This design comes from an exercise in tuning for small area on the open sky130 flow, not from production work. Only simulation tests tie the RTL to the original design; equivalence was not proved. Power figures rest on the tool's default switching activity, not on a simulated workload.

**flow/run.sh**
```bash
#!/bin/bash
# Own layout flow: the standard flow (standard.sh) with these changes:
#  - after the standard synthesis (run unchanged), flow/polarity_fix.py removes
#    inverters between full adders (a full adder fed with complemented inputs
#    gives complemented outputs, so each full adder is used in the polarity that
#    needs the fewest inverters); flow/simcheck.py then compares the netlist
#    before and after on random vectors (every register input and output port),
#    and the unmodified netlist is kept if they differ. Registers are untouched.
#  - the ports are buffered with sky130_fd_sc_hd__buf_1 (one buffer per port, as
#    in the standard flow) instead of the cell buffer_ports picks by default;
#  - CTS runs with the sink clustering settings below and without dummy loads;
#  - detailed routing gets more antenna repair iterations.
# Every tool's output goes to its own log: ORFS's per-step logs under orfs/logs/,
# make's output in make_synth.log and make.log, the netlist pass in polarity.log.
set -euo pipefail
export BUFFER_PORTS_ARGS="-buffer_cell sky130_fd_sc_hd__buf_1"
export CTS_ARGS="-sink_clustering_enable -repair_clock_nets -sink_clustering_size 25 -sink_clustering_max_diameter 80 -dont_use_dummy_load"
export MAX_REPAIR_ANTENNAS_ITER_DRT=12
bash standard.sh synth > make_synth.log 2>&1
R=orfs/results/${FLOW_PLATFORM:-sky130hd}/matching_cost/base
cp "$R/1_2_yosys.v" standard_synth.v
if python3 flow/polarity_fix.py "$R/1_2_yosys.v" > polarity.log 2>&1 &&
   python3 flow/simcheck.py standard_synth.v "$R/1_2_yosys.v" 20 >> polarity.log 2>&1; then
  echo "netlist pass applied" >> polarity.log
else
  echo "netlist pass not applied" >> polarity.log
  cp standard_synth.v "$R/1_2_yosys.v"
fi
rm -f "$R/1_synth.odb" "$R/1_synth.sdc"
bash standard.sh > make.log 2>&1
```
**standard.sh**
```bash
#!/bin/bash
# synth_recipe.tcl (not shown) runs the flow's synth.tcl, then flattens the netlist and writes it again
# the make line also repeats each setting of config.mk as NAME=value (left out here)
make -C /OpenROAD-flow-scripts/flow DESIGN_CONFIG=/design/flow/config.mk WORK_HOME=/design/flow/orfs CLKGATE_MAP_FILE= SYNTH_SCRIPT=/design/flow/synth_recipe.tcl "${@:-finish}"
```
**config.mk**
```make
export PLATFORM = sky130hd
export DESIGN_NAME = matching_cost
export DESIGN_NICKNAME = matching_cost
export VERILOG_FILES = /design/flow/design.v
export SDC_FILE = /design/flow/constraint.sdc
export NUM_CORES = 8
export LEC_CHECK = 0
export CAP_MARGIN = 20
export CORE_MARGIN = 2
export CORE_UTILIZATION = 70
export PLACE_DENSITY = 0.8
export SLEW_MARGIN = 20
```
**flow/simcheck.py**
```python
#!/usr/bin/env python3
"""Random-vector check that two flat netlists compute the same next-state and
output functions (registers and ports matched by name). Cells are evaluated
from the liberty 'function' strings, 64 vectors at a time."""
import re, sys, random, collections
import os
LIB = os.path.join(os.environ.get('FLOW_HOME', '/OpenROAD-flow-scripts/flow'), 'platforms/sky130hd/lib/sky130_fd_sc_hd__tt_025C_1v80.lib')
lib = open(LIB).read()
funcs = {}
for m in re.finditer(r'\n    cell \("(sky130_fd_sc_hd__\w+)"\)', lib):
    name = m.group(1)
    j = lib.find('\n    cell (', m.end())
    body = lib[m.end(): j if j > 0 else len(lib)]
    f = {}
    for pm in re.finditer(r'\n        pin \("(\w+)"\) \{(.*?)\n        \}', body, re.S):
        fm = re.search(r'function : "([^"]+)"', pm.group(2))
        if fm: f[pm.group(1)] = fm.group(1)
    funcs[name] = f
def tr(expr):
    e = expr.replace('!', ' ~').replace('*', ' & ').replace('+', ' | ').replace('^', ' ^ ')
    return re.sub(r'\b([A-Z][A-Z0-9_]*)\b', r"v['\1']", e)
compiled = {}
def getf(t, p):
    k = (t, p)
    if k not in compiled:
        compiled[k] = eval('lambda v: ' + tr(funcs[t][p]))
    return compiled[k]
CELL = re.compile(r'\n  (sky130_fd_sc_hd__\w+) (\\\S+ |\S+) \((.*?)\n  \);', re.S)
PIN = re.compile(r'\.(\w+)\(([^()]*)\)')
def norm(n):
    n = n.strip(); return n
def load(path):
    txt = open(path).read()
    cells = []
    for m in CELL.finditer(txt):
        pins = {p: norm(n) for p, n in PIN.findall(m.group(3))}
        cells.append((m.group(1), m.group(2), pins))
    return cells
MASK = (1 << 64) - 1
def run(cells, seed_vals):
    val = dict(seed_vals)
    seq = {}   # flop name -> (D value later)
    comb = []
    for t, nm, pins in cells:
        if 'dfxtp' in t or 'edfxtp' in t or 'dfrtp' in t:
            seq[nm] = (t, pins)
        else:
            comb.append((t, nm, pins))
    # flop outputs are free inputs, keyed by flop name
    for nm, (t, pins) in seq.items():
        val[pins['Q']] = seed_vals.get('FF:' + nm, 0)
    drv = {}
    for t, nm, pins in comb:
        for p, n in pins.items():
            if p in funcs[t]: drv[n] = (t, nm, pins, p)
    sys.setrecursionlimit(100000)
    def ev(n):
        if n in val: return val[n]
        if n not in drv:
            if n in ("1'h0",): return 0
            if n in ("1'h1",): return MASK
            raise KeyError(n)
        t, nm, pins, p = drv[n]
        v = {q: ev(pins[q]) for q in pins if q not in funcs[t]}
        r = getf(t, p)(v) & MASK
        val[n] = r
        return r
    outs = {}
    for nm, (t, pins) in seq.items():
        for p in pins:
            if p in ('D', 'DE'): outs[nm + '.' + p] = ev(pins[p])
    for n in list(drv):
        if n.startswith('MatchingCost'): outs[n] = ev(n)
    return outs
a, b = load(sys.argv[1]), load(sys.argv[2])
rng = random.Random(7)
ins = set()
for t, nm, pins in a:
    for p, n in pins.items():
        if re.match(r'^(leftCTstream|rightCTstream|en|rst_n)\b', n): ins.add(n)
flops = [nm for t, nm, pins in a if 'dfxtp' in t]
for it in range(int(sys.argv[3]) if len(sys.argv) > 3 else 4):
    seed = {n: rng.getrandbits(64) for n in ins}
    for f in flops: seed['FF:' + f] = rng.getrandbits(64)
    oa, ob = run(a, seed), run(b, seed)
    assert oa.keys() == ob.keys(), (len(oa), len(ob))
    bad = [k for k in oa if oa[k] != ob[k]]
    print(f"round {it}: {len(oa)} signals compared, {len(bad)} differ", bad[:5])
    if bad: sys.exit(1)
```
**flow/polarity_fix.py**
```python
#!/usr/bin/env python3
"""Remove inverters between full adders in a flat Yosys netlist (in place).

A full adder is self-dual: FA(~a, ~b, ~c) = (~sum, ~carry). So any full adder may
be replaced by the same cell fed with the complements of its inputs, and its
outputs are then the complements of the original ones. This script picks, for
every sky130_fd_sc_hd__fa_1, whether to use it that way, so as to need as few
inverters as possible between full adders; an XOR/XNOR gate that feeds only one
full-adder input may be swapped for its complement instead of inverting its
output. Registers, ports and every other cell are left as they are.

usage: polarity_fix.py NETLIST.v
"""
import re, sys, collections, random

path = sys.argv[1]
txt = open(path).read()
CELL = re.compile(r'\n  (sky130_fd_sc_hd__\w+) (\\\S+ |\S+) \((.*?)\n  \);', re.S)
PIN = re.compile(r'\.(\w+)\(([^()]*)\)')
OUTPINS = {'X', 'Y', 'Q', 'Q_N', 'SUM', 'COUT', 'HI', 'LO'}

def norm(n):
    n = n.strip()
    return n + ' ' if n.startswith('\\') else n

cells = []
for m in CELL.finditer(txt):
    typ, name, body = m.group(1), m.group(2), m.group(3)
    pins = [(p, norm(n)) for p, n in PIN.findall(body)]
    cells.append({'typ': typ, 'name': name, 'pins': dict(pins), 'order': [p for p, _ in pins],
                  'span': m.span()})
byname = {c['name']: c for c in cells}
drv = {}
loads = collections.defaultdict(list)
for c in cells:
    for p, n in c['pins'].items():
        if p in OUTPINS:
            drv[n] = (c['name'], p)
        else:
            loads[n].append((c['name'], p))

def typ(name): return byname[name]['typ']
def is_fa(name): return typ(name) == 'sky130_fd_sc_hd__fa_1'
def is_inv(name): return typ(name) == 'sky130_fd_sc_hd__inv_1'
def is_x(name): return typ(name) in ('sky130_fd_sc_hd__xor2_1', 'sky130_fd_sc_hd__xnor2_1')

fas = [c['name'] for c in cells if is_fa(c['name'])]
idx = {n: i for i, n in enumerate(fas)}
N = len(fas)

# consumer pins of FA outputs (directly, or through one inverter)
# each entry: (consumer cell, pin, source net, currently inverted)
cons = []
handled_invs = set()
for u in fas:
    for op in ('SUM', 'COUT'):
        n = byname[u]['pins'][op]
        for (l, lp) in loads[n]:
            if is_inv(l):
                handled_invs.add(l)
                m = byname[l]['pins']['Y']
                for (l2, lp2) in loads[m]:
                    cons.append((l2, lp2, n, 1))
            else:
                cons.append((l, lp, n, 0))
# an inverter of an FA output that also feeds an inverter (or a port) is left alone
for l in list(handled_invs):
    m = byname[l]['pins']['Y']
    if any(is_inv(x) for x, _ in loads[m]) or m not in loads or not loads[m] or \
            re.match(r'^(MatchingCost|leftCTstream|rightCTstream)', m):
        handled_invs.discard(l)
cons = [c for c in cons if not (c[3] == 1 and drv[c[2]] and False)]

# leaf XOR/XNOR gates that feed exactly one FA input (directly)
leaf_of = {}   # (fa, pin) -> xor cell name
for v in fas:
    for p in ('A', 'B', 'CIN'):
        n = byname[v]['pins'][p]
        d = drv.get(n)
        if d and is_x(d[0]) and len(loads[n]) == 1:
            leaf_of[(v, p)] = d[0]

edges = []        # (u, v, c): FA u output -> FA v input, c = currently inverted
fixed = []        # (x, c): one inverter if q[x] ^ c
for (l, lp, n, c) in cons:
    u = drv[n][0]
    if is_fa(l) and lp in ('A', 'B', 'CIN'):
        edges.append((idx[u], idx[l], c))
    else:
        fixed.append((idx[u], c))
for v in fas:
    for p in ('A', 'B', 'CIN'):
        n = byname[v]['pins'][p]
        d = drv.get(n)
        if (v, p) in leaf_of:
            continue
        if d and is_fa(d[0]):
            continue
        if d and is_inv(d[0]) and d[0] in handled_invs:
            continue
        # some other producer: the input keeps its polarity unless v flips
        fixed.append((idx[v], 0))
adj = collections.defaultdict(list)
for u, v, c in edges:
    adj[u].append((v, c)); adj[v].append((u, c))
fx = collections.defaultdict(list)
for x, c in fixed:
    fx[x].append(c)

def cost(q):
    return sum(c ^ q[u] ^ q[v] for u, v, c in edges) + sum(c ^ q[x] for x, c in fixed)

rng = random.Random(1)
# connected components (one per adder tree), each optimised on its own
comp = [-1] * N
comps = []
for s0 in range(N):
    if comp[s0] >= 0:
        continue
    stack, members = [s0], []
    comp[s0] = len(comps)
    while stack:
        x = stack.pop(); members.append(x)
        for y, _ in adj[x]:
            if comp[y] < 0:
                comp[y] = len(comps); stack.append(y)
    comps.append(members)

def ccost(q, members):
    t = 0
    for x in members:
        t += sum(c ^ q[x] ^ q[y] for y, c in adj[x] if y > x or comp[y] != comp[x])
        t += sum(c ^ q[x] for c in fx[x])
    return t

def local(q, members):
    improved = True
    while improved:
        improved = False
        for x in members:
            d = sum((c ^ (1 - q[x]) ^ q[y]) - (c ^ q[x] ^ q[y]) for y, c in adj[x])
            d += sum((c ^ (1 - q[x])) - (c ^ q[x]) for c in fx[x])
            if d < 0:
                q[x] ^= 1; improved = True

q = [0] * N
for members in comps:
    best, bestv = None, None
    for trial in range(4):
        if trial:
            for x in members: q[x] = rng.randint(0, 1)
        else:
            for x in members: q[x] = 0
        local(q, members)
        cst = ccost(q, members)
        for it in range(400):
            saved = {x: q[x] for x in members}
            for _ in range(rng.randint(1, 4)):
                x = rng.choice(members); q[x] ^= 1
                for y, c in adj[x]:
                    if rng.random() < 0.5: q[y] ^= 1
            local(q, members)
            c2 = ccost(q, members)
            if c2 <= cst:
                cst = c2
            else:
                for x in members: q[x] = saved[x]
        if best is None or cst < best:
            best, bestv = cst, {x: q[x] for x in members}
    for x in members: q[x] = bestv[x]
best = cost(q)
bestq = q
q = bestq
print(f"full adders {N}, inverters between them now {cost([0]*N)}, after {best}")

# ---- rewrite ----
newpins = {c['name']: dict(c['pins']) for c in cells}
newtyp = {c['name']: c['typ'] for c in cells}
invnets = {}      # source net -> inverted net (new inverter)
newcells = []
newwires = []
def inverted(n):
    if n not in invnets:
        k = len(invnets)
        net = f"_polinv_{k}_"
        invnets[n] = net
        newwires.append(net)
        newcells.append(('sky130_fd_sc_hd__inv_1', f"_polinv_cell_{k}_", [('A', n), ('Y', net)]))
    return invnets[n]

for (l, lp, n, c) in cons:
    u = drv[n][0]
    qu = q[idx[u]]
    qv = q[idx[l]] if (is_fa(l) and lp in ('A', 'B', 'CIN')) else 0
    need = c ^ qu ^ qv
    newpins[l][lp] = inverted(n) if need else n
for v in fas:
    if not q[idx[v]]:
        continue
    for p in ('A', 'B', 'CIN'):
        n = byname[v]['pins'][p]
        d = drv.get(n)
        if (v, p) in leaf_of:
            x = leaf_of[(v, p)]
            if newtyp[x] == 'sky130_fd_sc_hd__xor2_1':
                newtyp[x] = 'sky130_fd_sc_hd__xnor2_1'
                newpins[x]['Y'] = newpins[x].pop('X')
            else:
                newtyp[x] = 'sky130_fd_sc_hd__xor2_1'
                newpins[x]['X'] = newpins[x].pop('Y')
        elif d and is_fa(d[0]):
            pass   # handled through cons
        elif d and is_inv(d[0]) and d[0] in handled_invs:
            pass
        else:
            newpins[v][p] = inverted(n)

# drop old inverters that no longer drive anything
used = collections.Counter()
for name, pins in newpins.items():
    for p, n in pins.items():
        if p not in OUTPINS:
            used[n] += 1
for _, _, pins in newcells:
    for p, n in pins:
        if p == 'A':
            used[n] += 1
dropped = set()
dropped_nets = set()
for l in handled_invs:
    y = newpins[l]['Y']
    if used[y] == 0 and not re.match(r'^(MatchingCost)', y):
        dropped.add(l); dropped_nets.add(y)
print(f"old inverters removed {len(dropped)}, new inverters {len(newcells)}")

out = []
pos = 0
for c in cells:
    s, e = c['span']
    out.append(txt[pos:s])
    pos = e
    if c['name'] in dropped:
        continue
    t = newtyp[c['name']]
    pins = newpins[c['name']]
    order = [p for p in c['order'] if p in pins] + [p for p in pins if p not in c['order']]
    body = ",\n".join(f"    .{p}({pins[p]})" for p in order)
    out.append(f"\n  {t} {c['name']} (\n{body}\n  );")
rest = txt[pos:]
add = "".join(f"\n  {t} {nm} (\n" + ",\n".join(f"    .{p}({n})" for p, n in pins) + "\n  );"
              for t, nm, pins in newcells)
i = rest.rfind('\nendmodule')
out.append(rest[:i] + add + rest[i:])
res = "".join(out)
# wire declarations: add the new nets, drop the dead ones
decl = "".join(f"  wire {w};\n" for w in newwires)
res = re.sub(r'(\n  wire [^;\n]*;\n)', lambda m: m.group(1) + decl, res, count=1)
for w in dropped_nets:
    res = res.replace(f"\n  wire {w};", "", 1)
open(path, 'w').write(res)
```
**design.v**
```verilog
`timescale 1 ns / 1 ps
module matching_cost_pc62 (input wire [61:0] x, output wire [5:0] y);
  wire [61:0] xi = ~x;
  wire s1, c2;
  assign s1 = ~(xi[0] ^ xi[10]);
  assign c2 = xi[0] | xi[10];
  wire s3, c4;
  assign {c4, s3} = xi[11] + xi[12] + xi[13];
  wire s5, c6;
  assign {c6, s5} = xi[14] + xi[15] + xi[16];
  wire s7, c8;
  assign {c8, s7} = xi[17] + xi[18] + xi[19];
  wire s9, c10;
  assign {c10, s9} = xi[1] + xi[20] + xi[21];
  wire s11, c12;
  assign {c12, s11} = xi[22] + xi[23] + xi[24];
  wire s13, c14;
  assign {c14, s13} = xi[25] + xi[26] + xi[27];
  wire s15, c16;
  assign {c16, s15} = xi[28] + xi[29] + xi[2];
  wire s17, c18;
  assign {c18, s17} = xi[30] + xi[31] + xi[32];
  wire s19, c20;
  assign {c20, s19} = xi[33] + xi[34] + xi[35];
  wire s21, c22;
  assign {c22, s21} = xi[36] + xi[37] + xi[38];
  wire s23, c24;
  assign {c24, s23} = xi[39] + xi[3] + xi[40];
  wire s25, c26;
  assign {c26, s25} = xi[41] + xi[42] + xi[43];
  wire s27, c28;
  assign {c28, s27} = xi[44] + xi[45] + xi[46];
  wire s29, c30;
  assign {c30, s29} = xi[47] + xi[48] + xi[49];
  wire s31, c32;
  assign {c32, s31} = xi[4] + xi[50] + xi[51];
  wire s33, c34;
  assign {c34, s33} = xi[52] + xi[53] + xi[54];
  wire s35, c36;
  assign {c36, s35} = xi[55] + xi[56] + xi[57];
  wire s37, c38;
  assign {c38, s37} = xi[58] + xi[59] + xi[5];
  wire s39, c40;
  assign {c40, s39} = xi[60] + xi[61] + xi[6];
  wire s41, c42;
  assign {c42, s41} = xi[7] + xi[8] + xi[9];
  wire s43, c44;
  assign {c44, s43} = s1 + s11 + s13;
  wire s45, c46;
  assign {c46, s45} = s15 + s17 + s19;
  wire s47, c48;
  assign {c48, s47} = s21 + s23 + s25;
  wire s49, c50;
  assign {c50, s49} = s27 + s29 + s3;
  wire s51, c52;
  assign {c52, s51} = s31 + s33 + s35;
  wire s53, c54;
  assign {c54, s53} = s37 + s39 + s41;
  wire s55, c56;
  assign {c56, s55} = s5 + s7 + s9;
  wire s57, c58;
  assign {c58, s57} = s43 + s45 + s47;
  wire s59, c60;
  assign {c60, s59} = s49 + s51 + s53;
  wire s61, c62;
  assign {c62, s61} = s55 + s57 + s59;
  wire s63, c64;
  assign {c64, s63} = c2 + c10 + c12;
  wire s65, c66;
  assign {c66, s65} = c14 + c16 + c18;
  wire s67, c68;
  assign {c68, s67} = c20 + c22 + c24;
  wire s69, c70;
  assign {c70, s69} = c26 + c28 + c30;
  wire s71, c72;
  assign {c72, s71} = c32 + c34 + c36;
  wire s73, c74;
  assign {c74, s73} = c38 + c4 + c40;
  wire s75, c76;
  assign {c76, s75} = c42 + c6 + c8;
  wire s77, c78;
  assign {c78, s77} = c44 + c46 + c48;
  wire s79, c80;
  assign {c80, s79} = c50 + c52 + c54;
  wire s81, c82;
  assign {c82, s81} = c56 + s63 + s65;
  wire s83, c84;
  assign {c84, s83} = s67 + s69 + s71;
  wire s85, c86;
  assign {c86, s85} = s73 + s75 + c58;
  wire s87, c88;
  assign {c88, s87} = c60 + s77 + s79;
  wire s89, c90;
  assign {c90, s89} = s81 + s83 + c62;
  wire s91, c92;
  assign {c92, s91} = s85 + s87 + s89;
  wire s93, c94;
  assign {c94, s93} = c64 + c66 + c68;
  wire s95, c96;
  assign {c96, s95} = c70 + c72 + c74;
  wire s97, c98;
  assign {c98, s97} = c76 + c78 + c80;
  wire s99, c100;
  assign {c100, s99} = c82 + c84 + s93;
  wire s101, c102;
  assign {c102, s101} = s95 + c86 + c88;
  wire s103, c104;
  assign {c104, s103} = s97 + s99 + c90;
  wire s105, c106;
  assign {c106, s105} = s101 + c92 + s103;
  wire s107, c108;
  assign {c108, s107} = c94 + c96 + c98;
  wire s109, c110;
  assign {c110, s109} = c100 + c102 + s107;
  wire s111, c112;
  assign {c112, s111} = c104 + s109 + c106;
  wire s113, c114;
  assign {c114, s113} = c108 + c110 + c112;
  assign y = ~{c114, s113, s111, s105, s91, s61};
endmodule
module matching_cost_pc62p (input wire [61:0] x, output wire [5:0] y);
  wire s1, c2;
  assign {c2, s1} = x[0] + x[10];
  wire s3, c4;
  assign {c4, s3} = x[11] + x[12] + x[13];
  wire s5, c6;
  assign {c6, s5} = x[14] + x[15] + x[16];
  wire s7, c8;
  assign {c8, s7} = x[17] + x[18] + x[19];
  wire s9, c10;
  assign {c10, s9} = x[1] + x[20] + x[21];
  wire s11, c12;
  assign {c12, s11} = x[22] + x[23] + x[24];
  wire s13, c14;
  assign {c14, s13} = x[25] + x[26] + x[27];
  wire s15, c16;
  assign {c16, s15} = x[28] + x[29] + x[2];
  wire s17, c18;
  assign {c18, s17} = x[30] + x[31] + x[32];
  wire s19, c20;
  assign {c20, s19} = x[33] + x[34] + x[35];
  wire s21, c22;
  assign {c22, s21} = x[36] + x[37] + x[38];
  wire s23, c24;
  assign {c24, s23} = x[39] + x[3] + x[40];
  wire s25, c26;
  assign {c26, s25} = x[41] + x[42] + x[43];
  wire s27, c28;
  assign {c28, s27} = x[44] + x[45] + x[46];
  wire s29, c30;
  assign {c30, s29} = x[47] + x[48] + x[49];
  wire s31, c32;
  assign {c32, s31} = x[4] + x[50] + x[51];
  wire s33, c34;
  assign {c34, s33} = x[52] + x[53] + x[54];
  wire s35, c36;
  assign {c36, s35} = x[55] + x[56] + x[57];
  wire s37, c38;
  assign {c38, s37} = x[58] + x[59] + x[5];
  wire s39, c40;
  assign {c40, s39} = x[60] + x[61] + x[6];
  wire s41, c42;
  assign {c42, s41} = x[7] + x[8] + x[9];
  wire s43, c44;
  assign {c44, s43} = s1 + s11 + s13;
  wire s45, c46;
  assign {c46, s45} = s15 + s17 + s19;
  wire s47, c48;
  assign {c48, s47} = s21 + s23 + s25;
  wire s49, c50;
  assign {c50, s49} = s27 + s29 + s3;
  wire s51, c52;
  assign {c52, s51} = s31 + s33 + s35;
  wire s53, c54;
  assign {c54, s53} = s37 + s39 + s41;
  wire s55, c56;
  assign {c56, s55} = s5 + s7 + s9;
  wire s57, c58;
  assign {c58, s57} = s43 + s45 + s47;
  wire s59, c60;
  assign {c60, s59} = s49 + s51 + s53;
  wire s61, c62;
  assign {c62, s61} = s55 + s57 + s59;
  wire s63, c64;
  assign {c64, s63} = c2 + c10 + c12;
  wire s65, c66;
  assign {c66, s65} = c14 + c16 + c18;
  wire s67, c68;
  assign {c68, s67} = c20 + c22 + c24;
  wire s69, c70;
  assign {c70, s69} = c26 + c28 + c30;
  wire s71, c72;
  assign {c72, s71} = c32 + c34 + c36;
  wire s73, c74;
  assign {c74, s73} = c38 + c4 + c40;
  wire s75, c76;
  assign {c76, s75} = c42 + c6 + c8;
  wire s77, c78;
  assign {c78, s77} = c44 + c46 + c48;
  wire s79, c80;
  assign {c80, s79} = c50 + c52 + c54;
  wire s81, c82;
  assign {c82, s81} = c56 + s63 + s65;
  wire s83, c84;
  assign {c84, s83} = s67 + s69 + s71;
  wire s85, c86;
  assign {c86, s85} = s73 + s75 + c58;
  wire s87, c88;
  assign {c88, s87} = c60 + s77 + s79;
  wire s89, c90;
  assign {c90, s89} = s81 + s83 + c62;
  wire s91, c92;
  assign {c92, s91} = s85 + s87 + s89;
  wire s93, c94;
  assign {c94, s93} = c64 + c66 + c68;
  wire s95, c96;
  assign {c96, s95} = c70 + c72 + c74;
  wire s97, c98;
  assign {c98, s97} = c76 + c78 + c80;
  wire s99, c100;
  assign {c100, s99} = c82 + c84 + s93;
  wire s101, c102;
  assign {c102, s101} = s95 + c86 + c88;
  wire s103, c104;
  assign {c104, s103} = s97 + s99 + c90;
  wire s105, c106;
  assign {c106, s105} = s101 + c92 + s103;
  wire s107, c108;
  assign {c108, s107} = c94 + c96 + c98;
  wire s109, c110;
  assign {c110, s109} = c100 + c102 + s107;
  wire s111, c112;
  assign {c112, s111} = c104 + s109 + c106;
  wire s113, c114;
  assign {c114, s113} = c108 + c110 + c112;
  assign y = {c114, s113, s111, s105, s91, s61};
endmodule
module matching_cost
#(
	parameter  MAXDISPARITY = 64 ,
	parameter  MATCHINGCOSTBITWID = 6 ,
	parameter  INPUTDATAWID = 63,
	parameter  OUTPUTDATAWID = 385
  )
(
	input wire                      clk ,
	input wire                      en ,
	input wire[INPUTDATAWID-1:0]    leftCTstream ,
	input wire[INPUTDATAWID-1:0]    rightCTstream ,
	output wire[OUTPUTDATAWID-1:0]  MatchingCost ,
	input  wire                     rst_n
);
reg [61:0] r [0:62];       
reg [62:0] l [0:6];        
reg [6:0]  cnt;              
integer i;
always @(posedge clk)
if (en) begin
	r[0] <= rightCTstream[61:0];
	for (i = 1; i < 63; i = i + 1)
		r[i] <= r[i-1];
	l[0] <= leftCTstream;
	for (i = 1; i < 7; i = i + 1)
		l[i] <= l[i-1];
end
always @(posedge clk)
if (!rst_n)
	cnt <= 7'd0;
else if (en && cnt != 7'd71)
	cnt <= cnt + 7'd1;
wire        lvalid = (cnt >= 7'd7);      
wire [5:0]  pcl;
matching_cost_pc62p u_pcl (.x(l[6][61:0]), .y(pcl));
reg [OUTPUTDATAWID-1:0] out;     
reg [5:0]  pcl0;                 
always @(posedge clk)
if (en) begin
	out[OUTPUTDATAWID-1] <= lvalid & l[6][62];
	pcl0 <= lvalid ? pcl : 6'd0;
end
assign MatchingCost[OUTPUTDATAWID-1] = out[OUTPUTDATAWID-1];
wire [8:0] hi_gt, hi_eq;
wire [7:0] lo_ge;
genvar g;
generate
for (g = 0; g < 9; g = g + 1) begin : pre_hi
	assign hi_gt[g] = (cnt[6:3] > g);
	assign hi_eq[g] = (cnt[6:3] == g);
end
for (g = 0; g < 8; g = g + 1) begin : pre_lo
	assign lo_ge[g] = (cnt[2:0] >= g);
end
for (g = 0; g < MAXDISPARITY; g = g + 1) begin : sel
	wire valid = hi_gt[(8+g)/8] | (hi_eq[(8+g)/8] & lo_ge[(8+g)%8]);
	assign MatchingCost[6*g+5:6*g] = valid ? out[6*g+5:6*g] : pcl0;
end
endgenerate
wire [5:0] pc0;
matching_cost_pc62 u_pc0 (.x(l[6][61:0] ^ r[6]), .y(pc0));
always @(posedge clk)
if (en)
	out[5:0] <= pc0;
wire [5:0] pc1;
matching_cost_pc62 u_pc1 (.x(l[6][61:0] ^ r[7]), .y(pc1));
always @(posedge clk)
if (en)
	out[11:6] <= pc1;
wire [5:0] pc2;
matching_cost_pc62 u_pc2 (.x(l[6][61:0] ^ r[8]), .y(pc2));
always @(posedge clk)
if (en)
	out[17:12] <= pc2;
wire [5:0] pc3;
matching_cost_pc62 u_pc3 (.x(l[6][61:0] ^ r[9]), .y(pc3));
always @(posedge clk)
if (en)
	out[23:18] <= pc3;
wire [5:0] pc4;
matching_cost_pc62 u_pc4 (.x(l[6][61:0] ^ r[10]), .y(pc4));
always @(posedge clk)
if (en)
	out[29:24] <= pc4;
wire [5:0] pc5;
matching_cost_pc62 u_pc5 (.x(l[6][61:0] ^ r[11]), .y(pc5));
always @(posedge clk)
if (en)
	out[35:30] <= pc5;
wire [5:0] pc6;
matching_cost_pc62 u_pc6 (.x(l[6][61:0] ^ r[12]), .y(pc6));
always @(posedge clk)
if (en)
	out[41:36] <= pc6;
wire [5:0] pc7;
matching_cost_pc62 u_pc7 (.x(l[6][61:0] ^ r[13]), .y(pc7));
always @(posedge clk)
if (en)
	out[47:42] <= pc7;
wire [5:0] pc8;
matching_cost_pc62 u_pc8 (.x(l[6][61:0] ^ r[14]), .y(pc8));
always @(posedge clk)
if (en)
	out[53:48] <= pc8;
wire [5:0] pc9;
matching_cost_pc62 u_pc9 (.x(l[6][61:0] ^ r[15]), .y(pc9));
always @(posedge clk)
if (en)
	out[59:54] <= pc9;
wire [5:0] pc10;
matching_cost_pc62 u_pc10 (.x(l[6][61:0] ^ r[16]), .y(pc10));
always @(posedge clk)
if (en)
	out[65:60] <= pc10;
wire [5:0] pc11;
matching_cost_pc62 u_pc11 (.x(l[6][61:0] ^ r[17]), .y(pc11));
always @(posedge clk)
if (en)
	out[71:66] <= pc11;
wire [5:0] pc12;
matching_cost_pc62 u_pc12 (.x(l[6][61:0] ^ r[18]), .y(pc12));
always @(posedge clk)
if (en)
	out[77:72] <= pc12;
wire [5:0] pc13;
matching_cost_pc62 u_pc13 (.x(l[6][61:0] ^ r[19]), .y(pc13));
always @(posedge clk)
if (en)
	out[83:78] <= pc13;
wire [5:0] pc14;
matching_cost_pc62 u_pc14 (.x(l[6][61:0] ^ r[20]), .y(pc14));
always @(posedge clk)
if (en)
	out[89:84] <= pc14;
wire [5:0] pc15;
matching_cost_pc62 u_pc15 (.x(l[6][61:0] ^ r[21]), .y(pc15));
always @(posedge clk)
if (en)
	out[95:90] <= pc15;
wire [5:0] pc16;
matching_cost_pc62 u_pc16 (.x(l[6][61:0] ^ r[22]), .y(pc16));
always @(posedge clk)
if (en)
	out[101:96] <= pc16;
wire [5:0] pc17;
matching_cost_pc62 u_pc17 (.x(l[6][61:0] ^ r[23]), .y(pc17));
always @(posedge clk)
if (en)
	out[107:102] <= pc17;
wire [5:0] pc18;
matching_cost_pc62 u_pc18 (.x(l[6][61:0] ^ r[24]), .y(pc18));
always @(posedge clk)
if (en)
	out[113:108] <= pc18;
wire [5:0] pc19;
matching_cost_pc62 u_pc19 (.x(l[6][61:0] ^ r[25]), .y(pc19));
always @(posedge clk)
if (en)
	out[119:114] <= pc19;
wire [5:0] pc20;
matching_cost_pc62 u_pc20 (.x(l[6][61:0] ^ r[26]), .y(pc20));
always @(posedge clk)
if (en)
	out[125:120] <= pc20;
wire [5:0] pc21;
matching_cost_pc62 u_pc21 (.x(l[6][61:0] ^ r[27]), .y(pc21));
always @(posedge clk)
if (en)
	out[131:126] <= pc21;
wire [5:0] pc22;
matching_cost_pc62 u_pc22 (.x(l[6][61:0] ^ r[28]), .y(pc22));
always @(posedge clk)
if (en)
	out[137:132] <= pc22;
wire [5:0] pc23;
matching_cost_pc62 u_pc23 (.x(l[6][61:0] ^ r[29]), .y(pc23));
always @(posedge clk)
if (en)
	out[143:138] <= pc23;
wire [5:0] pc24;
matching_cost_pc62 u_pc24 (.x(l[6][61:0] ^ r[30]), .y(pc24));
always @(posedge clk)
if (en)
	out[149:144] <= pc24;
wire [5:0] pc25;
matching_cost_pc62 u_pc25 (.x(l[6][61:0] ^ r[31]), .y(pc25));
always @(posedge clk)
if (en)
	out[155:150] <= pc25;
wire [5:0] pc26;
matching_cost_pc62 u_pc26 (.x(l[6][61:0] ^ r[32]), .y(pc26));
always @(posedge clk)
if (en)
	out[161:156] <= pc26;
wire [5:0] pc27;
matching_cost_pc62 u_pc27 (.x(l[6][61:0] ^ r[33]), .y(pc27));
always @(posedge clk)
if (en)
	out[167:162] <= pc27;
wire [5:0] pc28;
matching_cost_pc62 u_pc28 (.x(l[6][61:0] ^ r[34]), .y(pc28));
always @(posedge clk)
if (en)
	out[173:168] <= pc28;
wire [5:0] pc29;
matching_cost_pc62 u_pc29 (.x(l[6][61:0] ^ r[35]), .y(pc29));
always @(posedge clk)
if (en)
	out[179:174] <= pc29;
wire [5:0] pc30;
matching_cost_pc62 u_pc30 (.x(l[6][61:0] ^ r[36]), .y(pc30));
always @(posedge clk)
if (en)
	out[185:180] <= pc30;
wire [5:0] pc31;
matching_cost_pc62 u_pc31 (.x(l[6][61:0] ^ r[37]), .y(pc31));
always @(posedge clk)
if (en)
	out[191:186] <= pc31;
wire [5:0] pc32;
matching_cost_pc62 u_pc32 (.x(l[6][61:0] ^ r[38]), .y(pc32));
always @(posedge clk)
if (en)
	out[197:192] <= pc32;
wire [5:0] pc33;
matching_cost_pc62 u_pc33 (.x(l[6][61:0] ^ r[39]), .y(pc33));
always @(posedge clk)
if (en)
	out[203:198] <= pc33;
wire [5:0] pc34;
matching_cost_pc62 u_pc34 (.x(l[6][61:0] ^ r[40]), .y(pc34));
always @(posedge clk)
if (en)
	out[209:204] <= pc34;
wire [5:0] pc35;
matching_cost_pc62 u_pc35 (.x(l[6][61:0] ^ r[41]), .y(pc35));
always @(posedge clk)
if (en)
	out[215:210] <= pc35;
wire [5:0] pc36;
matching_cost_pc62 u_pc36 (.x(l[6][61:0] ^ r[42]), .y(pc36));
always @(posedge clk)
if (en)
	out[221:216] <= pc36;
wire [5:0] pc37;
matching_cost_pc62 u_pc37 (.x(l[6][61:0] ^ r[43]), .y(pc37));
always @(posedge clk)
if (en)
	out[227:222] <= pc37;
wire [5:0] pc38;
matching_cost_pc62 u_pc38 (.x(l[6][61:0] ^ r[44]), .y(pc38));
always @(posedge clk)
if (en)
	out[233:228] <= pc38;
wire [5:0] pc39;
matching_cost_pc62 u_pc39 (.x(l[6][61:0] ^ r[45]), .y(pc39));
always @(posedge clk)
if (en)
	out[239:234] <= pc39;
wire [5:0] pc40;
matching_cost_pc62 u_pc40 (.x(l[6][61:0] ^ r[46]), .y(pc40));
always @(posedge clk)
if (en)
	out[245:240] <= pc40;
wire [5:0] pc41;
matching_cost_pc62 u_pc41 (.x(l[6][61:0] ^ r[47]), .y(pc41));
always @(posedge clk)
if (en)
	out[251:246] <= pc41;
wire [5:0] pc42;
matching_cost_pc62 u_pc42 (.x(l[6][61:0] ^ r[48]), .y(pc42));
always @(posedge clk)
if (en)
	out[257:252] <= pc42;
wire [5:0] pc43;
matching_cost_pc62 u_pc43 (.x(l[6][61:0] ^ r[49]), .y(pc43));
always @(posedge clk)
if (en)
	out[263:258] <= pc43;
wire [5:0] pc44;
matching_cost_pc62 u_pc44 (.x(l[6][61:0] ^ r[50]), .y(pc44));
always @(posedge clk)
if (en)
	out[269:264] <= pc44;
wire [5:0] pc45;
matching_cost_pc62 u_pc45 (.x(l[6][61:0] ^ r[51]), .y(pc45));
always @(posedge clk)
if (en)
	out[275:270] <= pc45;
wire [5:0] pc46;
matching_cost_pc62 u_pc46 (.x(l[6][61:0] ^ r[52]), .y(pc46));
always @(posedge clk)
if (en)
	out[281:276] <= pc46;
wire [5:0] pc47;
matching_cost_pc62 u_pc47 (.x(l[6][61:0] ^ r[53]), .y(pc47));
always @(posedge clk)
if (en)
	out[287:282] <= pc47;
wire [5:0] pc48;
matching_cost_pc62 u_pc48 (.x(l[6][61:0] ^ r[54]), .y(pc48));
always @(posedge clk)
if (en)
	out[293:288] <= pc48;
wire [5:0] pc49;
matching_cost_pc62 u_pc49 (.x(l[6][61:0] ^ r[55]), .y(pc49));
always @(posedge clk)
if (en)
	out[299:294] <= pc49;
wire [5:0] pc50;
matching_cost_pc62 u_pc50 (.x(l[6][61:0] ^ r[56]), .y(pc50));
always @(posedge clk)
if (en)
	out[305:300] <= pc50;
wire [5:0] pc51;
matching_cost_pc62 u_pc51 (.x(l[6][61:0] ^ r[57]), .y(pc51));
always @(posedge clk)
if (en)
	out[311:306] <= pc51;
wire [5:0] pc52;
matching_cost_pc62 u_pc52 (.x(l[6][61:0] ^ r[58]), .y(pc52));
always @(posedge clk)
if (en)
	out[317:312] <= pc52;
wire [5:0] pc53;
matching_cost_pc62 u_pc53 (.x(l[6][61:0] ^ r[59]), .y(pc53));
always @(posedge clk)
if (en)
	out[323:318] <= pc53;
wire [5:0] pc54;
matching_cost_pc62 u_pc54 (.x(l[6][61:0] ^ r[60]), .y(pc54));
always @(posedge clk)
if (en)
	out[329:324] <= pc54;
wire [5:0] pc55;
matching_cost_pc62 u_pc55 (.x(l[6][61:0] ^ r[61]), .y(pc55));
always @(posedge clk)
if (en)
	out[335:330] <= pc55;
wire [5:0] pc56;
matching_cost_pc62 u_pc56 (.x(l[6][61:0] ^ r[62]), .y(pc56));
always @(posedge clk)
if (en)
	out[341:336] <= pc56;
wire [5:0] pc57;
matching_cost_pc62 u_pc57 (.x(l[5][61:0] ^ r[62]), .y(pc57));
reg [5:0] res57 [0:0];
always @(posedge clk)
if (en) begin
	res57[0] <= pc57;
end
always @(posedge clk)
if (en)
	out[347:342] <= res57[0];
wire [5:0] pc58;
matching_cost_pc62 u_pc58 (.x(l[4][61:0] ^ r[62]), .y(pc58));
reg [5:0] res58 [0:1];
always @(posedge clk)
if (en) begin
	res58[0] <= pc58;
	res58[1] <= res58[0];
end
always @(posedge clk)
if (en)
	out[353:348] <= res58[1];
wire [5:0] pc59;
matching_cost_pc62 u_pc59 (.x(l[3][61:0] ^ r[62]), .y(pc59));
reg [5:0] res59 [0:2];
always @(posedge clk)
if (en) begin
	res59[0] <= pc59;
	res59[1] <= res59[0];
	res59[2] <= res59[1];
end
always @(posedge clk)
if (en)
	out[359:354] <= res59[2];
wire [5:0] pc60;
matching_cost_pc62 u_pc60 (.x(l[2][61:0] ^ r[62]), .y(pc60));
reg [5:0] res60 [0:3];
always @(posedge clk)
if (en) begin
	res60[0] <= pc60;
	res60[1] <= res60[0];
	res60[2] <= res60[1];
	res60[3] <= res60[2];
end
always @(posedge clk)
if (en)
	out[365:360] <= res60[3];
wire [5:0] pc61;
matching_cost_pc62 u_pc61 (.x(l[1][61:0] ^ r[62]), .y(pc61));
reg [5:0] res61 [0:4];
always @(posedge clk)
if (en) begin
	res61[0] <= pc61;
	res61[1] <= res61[0];
	res61[2] <= res61[1];
	res61[3] <= res61[2];
	res61[4] <= res61[3];
end
always @(posedge clk)
if (en)
	out[371:366] <= res61[4];
wire [5:0] pc62;
matching_cost_pc62 u_pc62 (.x(l[0][61:0] ^ r[62]), .y(pc62));
reg [5:0] res62 [0:5];
always @(posedge clk)
if (en) begin
	res62[0] <= pc62;
	res62[1] <= res62[0];
	res62[2] <= res62[1];
	res62[3] <= res62[2];
	res62[4] <= res62[3];
	res62[5] <= res62[4];
end
always @(posedge clk)
if (en)
	out[377:372] <= res62[5];
wire [5:0] pc63;
matching_cost_pc62 u_pc63 (.x(leftCTstream[61:0] ^ r[62]), .y(pc63));
reg [5:0] res63 [0:6];
always @(posedge clk)
if (en) begin
	res63[0] <= pc63;
	res63[1] <= res63[0];
	res63[2] <= res63[1];
	res63[3] <= res63[2];
	res63[4] <= res63[3];
	res63[5] <= res63[4];
	res63[6] <= res63[5];
end
always @(posedge clk)
if (en)
	out[383:378] <= res63[6];
endmodule
```
**constraint.sdc**
```tcl
create_clock -name core_clock -period 6.67 [get_ports {clk}]
set_input_delay 1.3340 -clock core_clock [delete_from_list [all_inputs] [get_ports {clk}]]
set_output_delay 1.3340 -clock core_clock [all_outputs]
set_load 0.01 [all_outputs]
```
==> flow_summary.json, run 1 <==
{
  "wl_per_cell_um": 40.1,
  "slowest_delay_ps": 1220,
  "fin_crit_ps": 6620,
  "vias": 129257,
  "viasPerCell": 6.72,
  "grt_max_degree": 215,
  "clk_pin_slew_ps": 110,
  "clock-sinks": 4913,
  "fmax_mhz": 151,
  "drt_iter0_drc": 18701,
  "core_area_mm2": 0.376,
  "synth_nets": 17551,
  "drive_above_1_share_pct": 7.13,
  "pwr-share-comb_pct": 60.6,
  "clkPwrFrac_pct": 9.6,
  "drc": 0,
  "power.leakage_nw": 100,
  "finalNonFillerCells": 19235,
  "critPathKind": "reg2reg",
  "crit_arrival_ps": 7380,
  "reg2reg_depth": 11,
  "cts_root_buf": "clkbuf_16",
  "synth_cells": 13713,
  "r2r-end": "out[4]",
  "p_int_mw": 95.2,
  "drt-total-wl_um": 772000,
  "overflow": 0,
  "p_switching_mw": 67.5,
  "dieArea_mm2": 0.382,
  "start_kind": "flop",
  "rsz0062_at_grt": "no",
  "setup_viol": 0,
  "swShare_pct": 41.5,
  "worstReg2RegStart": "l[6][24]",
  "outcome": "complete, no violations",
  "nFillCells": 20968,
  "ctsHtreeMaxLevel": 4,
  "sequentialPowerShare_pct": 29.8,
  "path_max_fanout": 14,
  "tritoncts": "yes",
  "portBuffers": 512,
  "rows": 225,
  "antenna_found_initial": 29,
  "area_delta_synth_final_pct": 6.08,
  "place_congestion": 1.01,
  "period_share_pct": 99.2,
  "hold_buffers": 0,
  "power_mw": 163,
  "slew_violations": 0,
  "ys_warn_count": 19,
  "min_from": "r[38][54]",
  "fp.dieW_um": 618,
  "crit_slowest_cell": "edfxtp_1",
  "syn_avg_cell_area_um2": 19.3,
  "post_cts_buffers": 0,
  "syn_area_mm2": 0.264,
  "drt-pass1-iter-count": 6,
  "grtUsageTotal_pct": 41.8,
  "cp_common_cell": "fa_1",
  "final_core_util_pct": 74.6,
  "p_per_area_mw_per_mm2": 581,
  "hold_depth": 0,
  "relSlewSlack_pct": 14.3,
  "layout_common_cells": "edfxtp_1, xor2_1, fa_1",
  "insertion_delay_ps": 1020,
  "maxCapViolCount": 0,
  "hold_ws_ps": 413,
  "clock_path_buffers": 4,
  "r2r_slack_ps": 50,
  "crit_path_cell_trace": "buf_12 -> xor2_1 -> fa_1 -> fa_1 -> fa_1 -> fa_1 -> fa_1 -> fa_1 -> fa_1 -> fa_1 -> fa_1",
  "hpwl_um": 582000,
  "start_util_pct": 70.3,
  "pin_count": 514,
  "cp-end-kind": "flop",
  "nets": 18070,
  "tightest_slew_ps": 1290,
  "cts_made_buffers": 234,
  "final_common_cell": "edfxtp_1",
  "drtAntennaViolNets": 0,
  "cts_resized": 0,
  "hp-class": "reg2reg",
  "grt_pass1_vias": 136536,
  "die_height_um": 618,
  "hold_path_end": "r[39][54]",
  "tns_ps": 0,
  "hold_viol_final": 0,
  "clock_skew_ps": 98.2,
  "dp.cells": 18989,
  "required_ps": 7430,
  "grt_pass1_wl_um": 1070000,
  "max-vdd-ir-drop_uv": 1740
}
final cells by class:
| class | instances | area, um2 | share of cell area (%) |
|---|---|---|---|
| inverter | 30 | 113 | 0.0402 |
| sequential | 4913 | 147000 | 52.6 |
| timing repair buffer | 850 | 6350 | 2.27 |
| clock buffer | 234 | 5860 | 2.09 |
| multi-input combinational | 8203 | 114000 | 40.7 |
| tap | 4994 | 6250 | 2.23 |
| antenna | 11 | 27.5 | 0.00983 |
power by group through the flow:
| stage | registers [mW] | clock network, mW | logic (mW) |
|---|---|---|---|
| floorplan | 47.5 | 0 | 54.9 |
| global placement | 48.8 | 0 | 95.5 |
| detailed placement | 48.9 | 0 | 99.1 |
| CTS | 48.3 | 15.7 | 99.9 |
| global route | 48.6 | 16.5 | 107 |
| finish | 48.4 | 15.6 | 98.6 |
flip-flops by register name, indices dropped and copies added (netlist names):
| name | cells |
|---|---|
| res60 | 24 |
| pcl0 | 6 |
| res59 | 18 |
| res57 | 6 |
| res62 | 36 |
| cnt | 7 |
| res58 | 12 |
| l | 441 |
| r | 3906 |
| res61 | 30 |
| res63 | 42 |
| out | 385 |
critical path: cells and delay by family (launching register included):
kind / cells / cell delay (ps)
flops: 1 / 1220
fa+ha+maj: 9 / 4490
buf+inv: 1 / 300
xor+xnor: 1 / 340
how the worst max path moves through the flow:
stage	from	endpoint	slack (ps)	cells after the start
floorplan	leftCTstream[7]	res63[0][4]	650	10
global placement	leftCTstream[57]	res63[0][4]	290	11
detailed placement	leftCTstream[57]	res63[0][4]	220	11
CTS	l[6][24]	out[4]	180	11
global route	l[6][7]	out[280]	50	11
finish	l[6][24]	out[4]	50	11
routing by layer:
layer  routed length (um)  share of wire [%]  vias to the layer above  track usage, %
li1                     -                  -                    47333               -
met1               278000                 36                    69848            59.7
met2               340000                 44                    10291            59.8
met3               106000                 14                     1775            12.6
met4                48500                6.3                       10            20.7
met5                   79              0.010                        -          0.0379
metrics by stage:
stage	setup slack [ps]	cell area, um2
5_1_grt	52.1	280000
6_report	50.9	280000
2_1_floorplan	653	264000
3_5_place_dp	217	274000
3_3_place_gp	286	274000
4_1_cts	183	280000
==> run 2: changes to the inputs <==
--- a/design.v
+++ b/design.v
@@ -118,123 +118,6 @@
   assign {c114, s113} = c108 + c110 + c112;
   assign y = ~{c114, s113, s111, s105, s91, s61};
 endmodule
-module matching_cost_pc62p (input wire [61:0] x, output wire [5:0] y);
-  wire s1, c2;
-  assign {c2, s1} = x[0] + x[10];
-  wire s3, c4;
-  assign {c4, s3} = x[11] + x[12] + x[13];
-  wire s5, c6;
-  assign {c6, s5} = x[14] + x[15] + x[16];
-  wire s7, c8;
-  assign {c8, s7} = x[17] + x[18] + x[19];
-  wire s9, c10;
-  assign {c10, s9} = x[1] + x[20] + x[21];
-  wire s11, c12;
-  assign {c12, s11} = x[22] + x[23] + x[24];
-  wire s13, c14;
-  assign {c14, s13} = x[25] + x[26] + x[27];
-  wire s15, c16;
-  assign {c16, s15} = x[28] + x[29] + x[2];
-  wire s17, c18;
-  assign {c18, s17} = x[30] + x[31] + x[32];
-  wire s19, c20;
-  assign {c20, s19} = x[33] + x[34] + x[35];
-  wire s21, c22;
-  assign {c22, s21} = x[36] + x[37] + x[38];
-  wire s23, c24;
-  assign {c24, s23} = x[39] + x[3] + x[40];
-  wire s25, c26;
-  assign {c26, s25} = x[41] + x[42] + x[43];
-  wire s27, c28;
-  assign {c28, s27} = x[44] + x[45] + x[46];
-  wire s29, c30;
-  assign {c30, s29} = x[47] + x[48] + x[49];
-  wire s31, c32;
-  assign {c32, s31} = x[4] + x[50] + x[51];
-  wire s33, c34;
-  assign {c34, s33} = x[52] + x[53] + x[54];
-  wire s35, c36;
-  assign {c36, s35} = x[55] + x[56] + x[57];
-  wire s37, c38;
-  assign {c38, s37} = x[58] + x[59] + x[5];
-  wire s39, c40;
-  assign {c40, s39} = x[60] + x[61] + x[6];
-  wire s41, c42;
-  assign {c42, s41} = x[7] + x[8] + x[9];
-  wire s43, c44;
-  assign {c44, s43} = s1 + s11 + s13;
-  wire s45, c46;
-  assign {c46, s45} = s15 + s17 + s19;
-  wire s47, c48;
-  assign {c48, s47} = s21 + s23 + s25;
-  wire s49, c50;
-  assign {c50, s49} = s27 + s29 + s3;
-  wire s51, c52;
-  assign {c52, s51} = s31 + s33 + s35;
-  wire s53, c54;
-  assign {c54, s53} = s37 + s39 + s41;
-  wire s55, c56;
-  assign {c56, s55} = s5 + s7 + s9;
-  wire s57, c58;
-  assign {c58, s57} = s43 + s45 + s47;
-  wire s59, c60;
-  assign {c60, s59} = s49 + s51 + s53;
-  wire s61, c62;
-  assign {c62, s61} = s55 + s57 + s59;
-  wire s63, c64;
-  assign {c64, s63} = c2 + c10 + c12;
-  wire s65, c66;
-  assign {c66, s65} = c14 + c16 + c18;
-  wire s67, c68;
-  assign {c68, s67} = c20 + c22 + c24;
-  wire s69, c70;
-  assign {c70, s69} = c26 + c28 + c30;
-  wire s71, c72;
-  assign {c72, s71} = c32 + c34 + c36;
-  wire s73, c74;
-  assign {c74, s73} = c38 + c4 + c40;
-  wire s75, c76;
-  assign {c76, s75} = c42 + c6 + c8;
-  wire s77, c78;
-  assign {c78, s77} = c44 + c46 + c48;
-  wire s79, c80;
-  assign {c80, s79} = c50 + c52 + c54;
-  wire s81, c82;
-  assign {c82, s81} = c56 + s63 + s65;
-  wire s83, c84;
-  assign {c84, s83} = s67 + s69 + s71;
-  wire s85, c86;
-  assign {c86, s85} = s73 + s75 + c58;
-  wire s87, c88;
-  assign {c88, s87} = c60 + s77 + s79;
-  wire s89, c90;
-  assign {c90, s89} = s81 + s83 + c62;
-  wire s91, c92;
-  assign {c92, s91} = s85 + s87 + s89;
-  wire s93, c94;
-  assign {c94, s93} = c64 + c66 + c68;
-  wire s95, c96;
-  assign {c96, s95} = c70 + c72 + c74;
-  wire s97, c98;
-  assign {c98, s97} = c76 + c78 + c80;
-  wire s99, c100;
-  assign {c100, s99} = c82 + c84 + s93;
-  wire s101, c102;
-  assign {c102, s101} = s95 + c86 + c88;
-  wire s103, c104;
-  assign {c104, s103} = s97 + s99 + c90;
-  wire s105, c106;
-  assign {c106, s105} = s101 + c92 + s103;
-  wire s107, c108;
-  assign {c108, s107} = c94 + c96 + c98;
-  wire s109, c110;
-  assign {c110, s109} = c100 + c102 + s107;
-  wire s111, c112;
-  assign {c112, s111} = c104 + s109 + c106;
-  wire s113, c114;
-  assign {c114, s113} = c108 + c110 + c112;
-  assign y = {c114, s113, s111, s105, s91, s61};
-endmodule
 module matching_cost
 #(
 	parameter  MAXDISPARITY = 64 ,
@@ -268,16 +151,10 @@
 	cnt <= 7'd0;
 else if (en && cnt != 7'd71)
 	cnt <= cnt + 7'd1;
-wire        lvalid = (cnt >= 7'd7);      
-wire [5:0]  pcl;
-matching_cost_pc62p u_pcl (.x(l[6][61:0]), .y(pcl));
 reg [OUTPUTDATAWID-1:0] out;     
-reg [5:0]  pcl0;                 
 always @(posedge clk)
-if (en) begin
-	out[OUTPUTDATAWID-1] <= lvalid & l[6][62];
-	pcl0 <= lvalid ? pcl : 6'd0;
-end
+if (en)
+	out[OUTPUTDATAWID-1] <= (cnt >= 7'd7) & l[6][62];
 assign MatchingCost[OUTPUTDATAWID-1] = out[OUTPUTDATAWID-1];
 wire [8:0] hi_gt, hi_eq;
 wire [7:0] lo_ge;
@@ -290,11 +167,19 @@
 for (g = 0; g < 8; g = g + 1) begin : pre_lo
 	assign lo_ge[g] = (cnt[2:0] >= g);
 end
-for (g = 0; g < MAXDISPARITY; g = g + 1) begin : sel
+for (g = 0; g < 63; g = g + 1) begin : sel
 	wire valid = hi_gt[(8+g)/8] | (hi_eq[(8+g)/8] & lo_ge[(8+g)%8]);
-	assign MatchingCost[6*g+5:6*g] = valid ? out[6*g+5:6*g] : pcl0;
+	assign MatchingCost[6*g+5:6*g] = valid ? out[6*g+5:6*g] : out[383:378];
 end
 endgenerate
+assign MatchingCost[383:378] = out[383:378];
+reg vlast;
+always @(posedge clk)
+if (!rst_n)
+	vlast <= 1'b0;
+else if (en && cnt >= 7'd62)
+	vlast <= 1'b1;
+wire [61:0] rlast = r[62] & {62{vlast}};
 wire [5:0] pc0;
 matching_cost_pc62 u_pc0 (.x(l[6][61:0] ^ r[6]), .y(pc0));
 always @(posedge clk)
@@ -656,11 +541,15 @@
 if (en)
 	out[377:372] <= res62[5];
 wire [5:0] pc63;
-matching_cost_pc62 u_pc63 (.x(leftCTstream[61:0] ^ r[62]), .y(pc63));
+matching_cost_pc62 u_pc63 (.x(leftCTstream[61:0] ^ rlast), .y(pc63));
 reg [5:0] res63 [0:6];
 always @(posedge clk)
-if (en) begin
+if (!rst_n)
+	res63[0] <= 6'd0;
+else if (en)
 	res63[0] <= pc63;
+always @(posedge clk)
+if (en) begin
 	res63[1] <= res63[0];
 	res63[2] <= res63[1];
 	res63[3] <= res63[2];
==> run 2 against run 1 <==
- clock skew increased by 25 ps
- routed wire length rose by 2.7%
- critical path depth unchanged
- utilization increased by 0.16 points
- non-clock buffer count is 1 higher
- critical path type unchanged
==> flow_summary.json, run 2 <==
{
  "antenna_found_initial": 74,
  "nets": 17997,
  "viasPerCell": 6.65,
  "r2r_slack_ps": 270,
  "overflow": 0,
  "hold_viol_final": 0,
  "drt-pass1-iter-count": 6,
  "pin_count": 514,
  "regMostFlops": "r",
  "drive_above_1_share_pct": 7.12,
  "area_delta_synth_final_pct": 6.12,
  "insertion_delay_ps": 1020,
  "drt-total-wl_um": 793000,
  "hp-class": "reg2reg",
  "die_height_um": 617,
  "r2r-end": "out[22]",
  "clock_skew_ps": 124,
  "reg_top3": "r x3906, l x441, out x385",
  "final_cell_area_mm2": 0.279,
  "tritoncts": "yes",
  "ctsHtreeMaxLevel": 4,
  "post_cts_buffers": 0,
  "period_share_pct": 95.9,
  "start_kind": "flop",
  "fin_crit_ps": 6400,
  "worstReg2RegStart": "l[6][23]",
  "fmax_mhz": 156,
  "setup_viol": 0,
  "reg2reg_depth": 11,
  "drc": 0,
  "p_per_area_mw_per_mm2": 605,
  "start_util_pct": 70.4,
  "place_congestion": 1.06,
  "power.leakage_nw": 99.4,
  "setup.worst_path.end": "out[22]",
  "placed_area_mm2": 0.273,
  "synth_cells": 13710,
  "clk_pin_slew_ps": 130,
  "drt_iter0_drc": 18238,
  "ys_warn_count": 10,
  "final_common_cell": "edfxtp_1",
  "hold_ws_ps": 393,
  "fp.dieW_um": 617,
  "cp-end-kind": "flop",
  "dieArea_mm2": 0.380,
  "synth_nets": 17492,
  "portBuffers": 512,
  "syn_area_mm2": 0.263,
  "cts_made_buffers": 234,
  "vias": 128365,
  "largest_register_ffs": 3906,
  "cts_root_buf": "clkbuf_16",
  "required_ps": 7370,
  "crit_arrival_ps": 7100,
  "grt_max_degree": 197,
  "rsz0062_at_grt": "no",
  "layout_common_cells": "edfxtp_1, xor2_1, fa_1",
  "drtAntennaViolNets": 0,
  "hold_buffers": 0,
  "max-vdd-ir-drop_uv": 2000,
  "rows": 224,
  "critPathKind": "reg2reg",
  "dp.cells": 18951,
  "grt_pass1_vias": 136854,
  "tightest_slew_ps": 1230,
  "slew_violations": 0,
  "wl_per_cell_um": 41.1,
  "outcome": "complete, no violations",
  "finalNonFillerCells": 19303,
  "grt_pass1_wl_um": 1090000,
  "hpwl_um": 603000,
  "tns_ps": 0,
  "path_max_fanout": 20,
  "core_area_mm2": 0.373,
  "relSlewSlack_pct": 18.1,
  "clock-sinks": 4908,
  "clock_path_buffers": 4,
  "maxCapViolCount": 0,
  "grtUsageTotal_pct": 42.9,
  "syn_avg_cell_area_um2": 19.2,
  "cts_resized": 0,
  "crit_start": "l[6][23]"
}
==> run 2: worst min-delay path by stage <==
stage                           start           to  slack [ps]  depth (start not counted)
finish                       r[3][22]     r[4][22]         390                          0
global route                 r[3][22]     r[4][22]         390                          0
CTS                 rightCTstream[29]     r[0][29]         400                          1
detailed placement        res60[3][2]     out[362]         400                          0
global placement          res62[1][3]  res62[2][3]         400                          0
floorplan                    l[0][62]     l[1][62]         400                          0
==> run 2: routing by layer <==
layer	up-vias	track usage, %	wire [um]
li1	47450	-	-
met1	69203	54.7	260000
met2	9702	65.6	368000
met3	1990	10.9	92900
met4	20	30.1	71400
met5	-	0.189	222
==> run 2: final cells by class <==
type	instances	area (um2)
antenna	118	295
clock buffer	234	5860
fill	20942	94200
inverter	6	22.5
multi-input combinational	8214	113000
sequential	4908	147000
tap	4972	6220
timing repair buffer	851	6150
==> run 2: report_power, final <==
part | switching, mW | total (mW) | leakage, nW | internal (mW)
Sequential | 2.65 | 48.5 | 48.0 | 45.8
Clock | 9.38 | 15.6 | 2.88 | 6.24
Combinational | 60.9 | 105 | 48.5 | 43.7
==> run 2: metrics by stage <==
step	setup WS [ps]	util (%)	power, mW
3_5_place_dp	64.5	73.1	152
4_1_cts	248	74.7	168
3_3_place_gp	127	73.1	148
2_1_floorplan	635	-	101
6_report	271	74.7	169
5_1_grt	192	74.7	177
==> run 2: critical path, cell delays in order (launching register included) <==
cell,delay (ps)
edfxtp_1,1120
buf_12,350
xor2_1,210
fa_1,490
fa_1,480
fa_1,540
fa_1,420
fa_1,430
fa_1,510
fa_1,470
fa_1,480
fa_1,620
==> run 3: changes to the inputs <==
--- a/flow/run.sh
+++ b/flow/run.sh
@@ -14,7 +14,7 @@
 # make's output in make_synth.log and make.log, the netlist pass in polarity.log.
 set -euo pipefail
 export BUFFER_PORTS_ARGS="-buffer_cell sky130_fd_sc_hd__buf_1"
-export CTS_ARGS="-sink_clustering_enable -repair_clock_nets -sink_clustering_size 25 -sink_clustering_max_diameter 80 -dont_use_dummy_load"
+export CTS_ARGS="-sink_clustering_enable -repair_clock_nets -sink_clustering_size 22 -sink_clustering_max_diameter 70 -dont_use_dummy_load"
 export MAX_REPAIR_ANTENNAS_ITER_DRT=12
 bash standard.sh synth > make_synth.log 2>&1
 R=orfs/results/${FLOW_PLATFORM:-sky130hd}/matching_cost/base
==> run 3 against run 2 <==
- critical path type unchanged
- largest power group unchanged
- clock skew decreased by 7.8 ps
- hold slack got worse by 5.7 ps
- still clean on timing, DRC and antenna
- highest routed layer unchanged
- total power increased by 1.5%
==> flow_summary.json, run 3 <==
{
  "regMostFlops": "r",
  "cp_common_cell": "fa_1",
  "path_max_fanout": 20,
  "drt_iter0_drc": 18451,
  "place_congestion": 1.06,
  "tns_ps": 0,
  "syn_avg_cell_area_um2": 19.2,
  "antenna_found_initial": 71,
  "nFillCells": 20754,
  "drtAntennaViolNets": 0,
  "outcome": "complete, no violations",
  "final_cell_area_mm2": 0.280,
  "fmax_mhz": 151,
  "post_cts_buffers": 0,
  "cts_resized": 0,
  "critPathKind": "reg2reg",
  "crit_path_cell_trace": "buf_12 -> xor2_1 -> fa_1 -> fa_1 -> fa_1 -> fa_1 -> fa_1 -> fa_1 -> fa_1 -> fa_1 -> fa_1",
  "portBuffers": 512,
  "wl_per_cell_um": 41.2,
  "hpwl_um": 603000,
  "area_delta_synth_final_pct": 6.72,
  "start_util_pct": 70.4,
  "placed_area_mm2": 0.273,
  "reg_top3": "r x3906, l x441, out x385",
  "grt_max_degree": 197,
  "die_height_um": 617,
  "vias": 129380,
  "synth_cells": 13710,
  "required_ps": 7420,
  "cts_root_buf": "clkbuf_16",
  "insertion_delay_ps": 1020,
  "cts_made_buffers": 295,
  "rsz0062_at_grt": "no",
  "clock_skew_ps": 116,
  "synth_nets": 17492,
  "core_area_mm2": 0.373,
  "pre_cts_slack_ps": 64.5,
  "hold_buffers": 0,
  "hold_viol_final": 0,
  "ys_warn_count": 10,
  "final_common_cell": "edfxtp_1",
  "clk_pin_slew_ps": 90,
  "dieArea_mm2": 0.380,
  "period_share_pct": 99.0,
  "clock-sinks": 4908,
  "largest_register_ffs": 3906,
  "nets": 18058,
  "setup_viol": 0,
  "tritoncts": "yes",
  "grt_pass1_vias": 137846,
  "fin_crit_ps": 6610,
  "fp.dieW_um": 617,
  "pin_count": 514,
  "regArea_mm2": 0.147,
  "clock_path_buffers": 4,
  "grtUsageTotal_pct": 43.1,
  "final_core_util_pct": 75.2,
  "tightest_slew_ps": 1240,
  "slowest_delay_ps": 1130,
  "max-vdd-ir-drop_uv": 3110,
  "layout_common_cells": "edfxtp_1, xor2_1, fa_1",
  "rows": 224,
  "relSlewSlack_pct": 16.9,
  "p_per_area_mw_per_mm2": 610,
  "power.leakage_nw": 100,
  "cp-end-kind": "flop",
  "maxCapViolCount": 0,
  "slew_violations": 0,
  "drc": 0,
  "grt_pass1_wl_um": 1090000,
  "drt-pass1-iter-count": 8,
  "setup_ws_ps": 64.4,
  "ctsHtreeMaxLevel": 5,
  "overflow": 0,
  "drive_above_1_share_pct": 7.52,
  "hp-class": "reg2reg",
  "multi_input_area_mm2": 0.113,
  "viasPerCell": 6.68,
  "syn_area_mm2": 0.263,
  "crit_slowest_cell": "edfxtp_1",
  "start_kind": "flop",
  "crit_arrival_ps": 7360,
  "drt-total-wl_um": 799000
}
==> run 3: worst paths after layout <==
path | startpoint | endpoint | slack [ps] | cells after the start
worst max-delay path | l[6][23] | out[4] | 60 | 11
worst min register to register | res61[2][0] | res61[3][0] | 390 | 0
worst max register to register | l[6][23] | out[4] | 60 | 11
worst min-delay path | res61[2][0] | res61[3][0] | 390 | 0
==> run 3: layout make-up <==
| class | count | area share (%) |
|---|---|---|
| diodes | 128 | 0.114 |
| clock buffers | 295 | 2.63 |
| inverters | 6 | 0.00803 |
| multi-input cells | 8214 | 40.3 |
| flip-flops and latches | 4908 | 52.5 |
| well taps | 4972 | 2.22 |
| repair buffers | 851 | 2.19 |
==> run 3: metal layers <==
| metal | vias up | share of wire, % | routed length [um] | global-route usage [%] |
|---|---|---|---|---|
| met5 | - | 0.029 | 230 | 0.177 |
| met4 | 22 | 9.1 | 72800 | 31.3 |
| met3 | 2224 | 12 | 94900 | 11.4 |
| met2 | 10117 | 47 | 372000 | 65.9 |
| met1 | 69423 | 32 | 259000 | 54.3 |
| li1 | 47594 | - | - | - |
==> run 3: through the flow <==
stage                     hold WS (ps)  power [mW]  std cells
after global placement             400         148      18950
after global routing               388         179      19333
after detailed placement           405         152      18951
final                              387         171      19374
after CTS                          375         170      19246
after floorplan                    400         101      13710
==> run 3: where the power goes <==
part           total (mW)  internal (mW)  switching (mW)  leakage, nW
combinational         105           43.8            61.2         48.5
clock                17.6           7.87            9.77         3.64
sequential           48.5           45.8            2.65         48.0
==> run 3: critical path: cells and delay by family (launching register included) <==
family	cells	cell delay (ps)
adder cells (fa/ha/maj)	9	4600
flip-flops	1	1130
buffers and inverters	1	320
XOR/XNOR	1	310

-- re-timing with driven ports --
The flow's constraints put no driver on any port. The routed layouts listed below were extracted and timed again, unchanged, in two steps.
Step 1 sets driving cells, clkbuf_16 on the clock port and buf_2 on the other inputs (assumed; they add their load-dependent delay and slew).
Step 2, shift: input delay + t, output delay - t, t = (earliest + latest rising clock arrival at the registers) / 2. This alone moves slack from input paths to output paths.
Slacks: no drivers / after step 1 / after step 2; pairs: no drivers / after step 1.
run | t, ns | setup slack, ns | hold WS [ns]
run 1 | 1.118 | 0.051 / 0.051 / 0.051 | 0.413 / 0.355 / 0.413
run 2 | 1.104 | 0.271 / 0.271 / 0.067 | 0.393 / 0.362 / 0.393
run 3 | 1.091 | 0.064 / 0.064 / 0.027 | 0.387 / 0.387 / 0.387
After both steps every run listed still meets setup and hold. The setup slack of run 2, which loses most, moves by 0.000 ns with the drivers and by -0.204 ns with both steps.
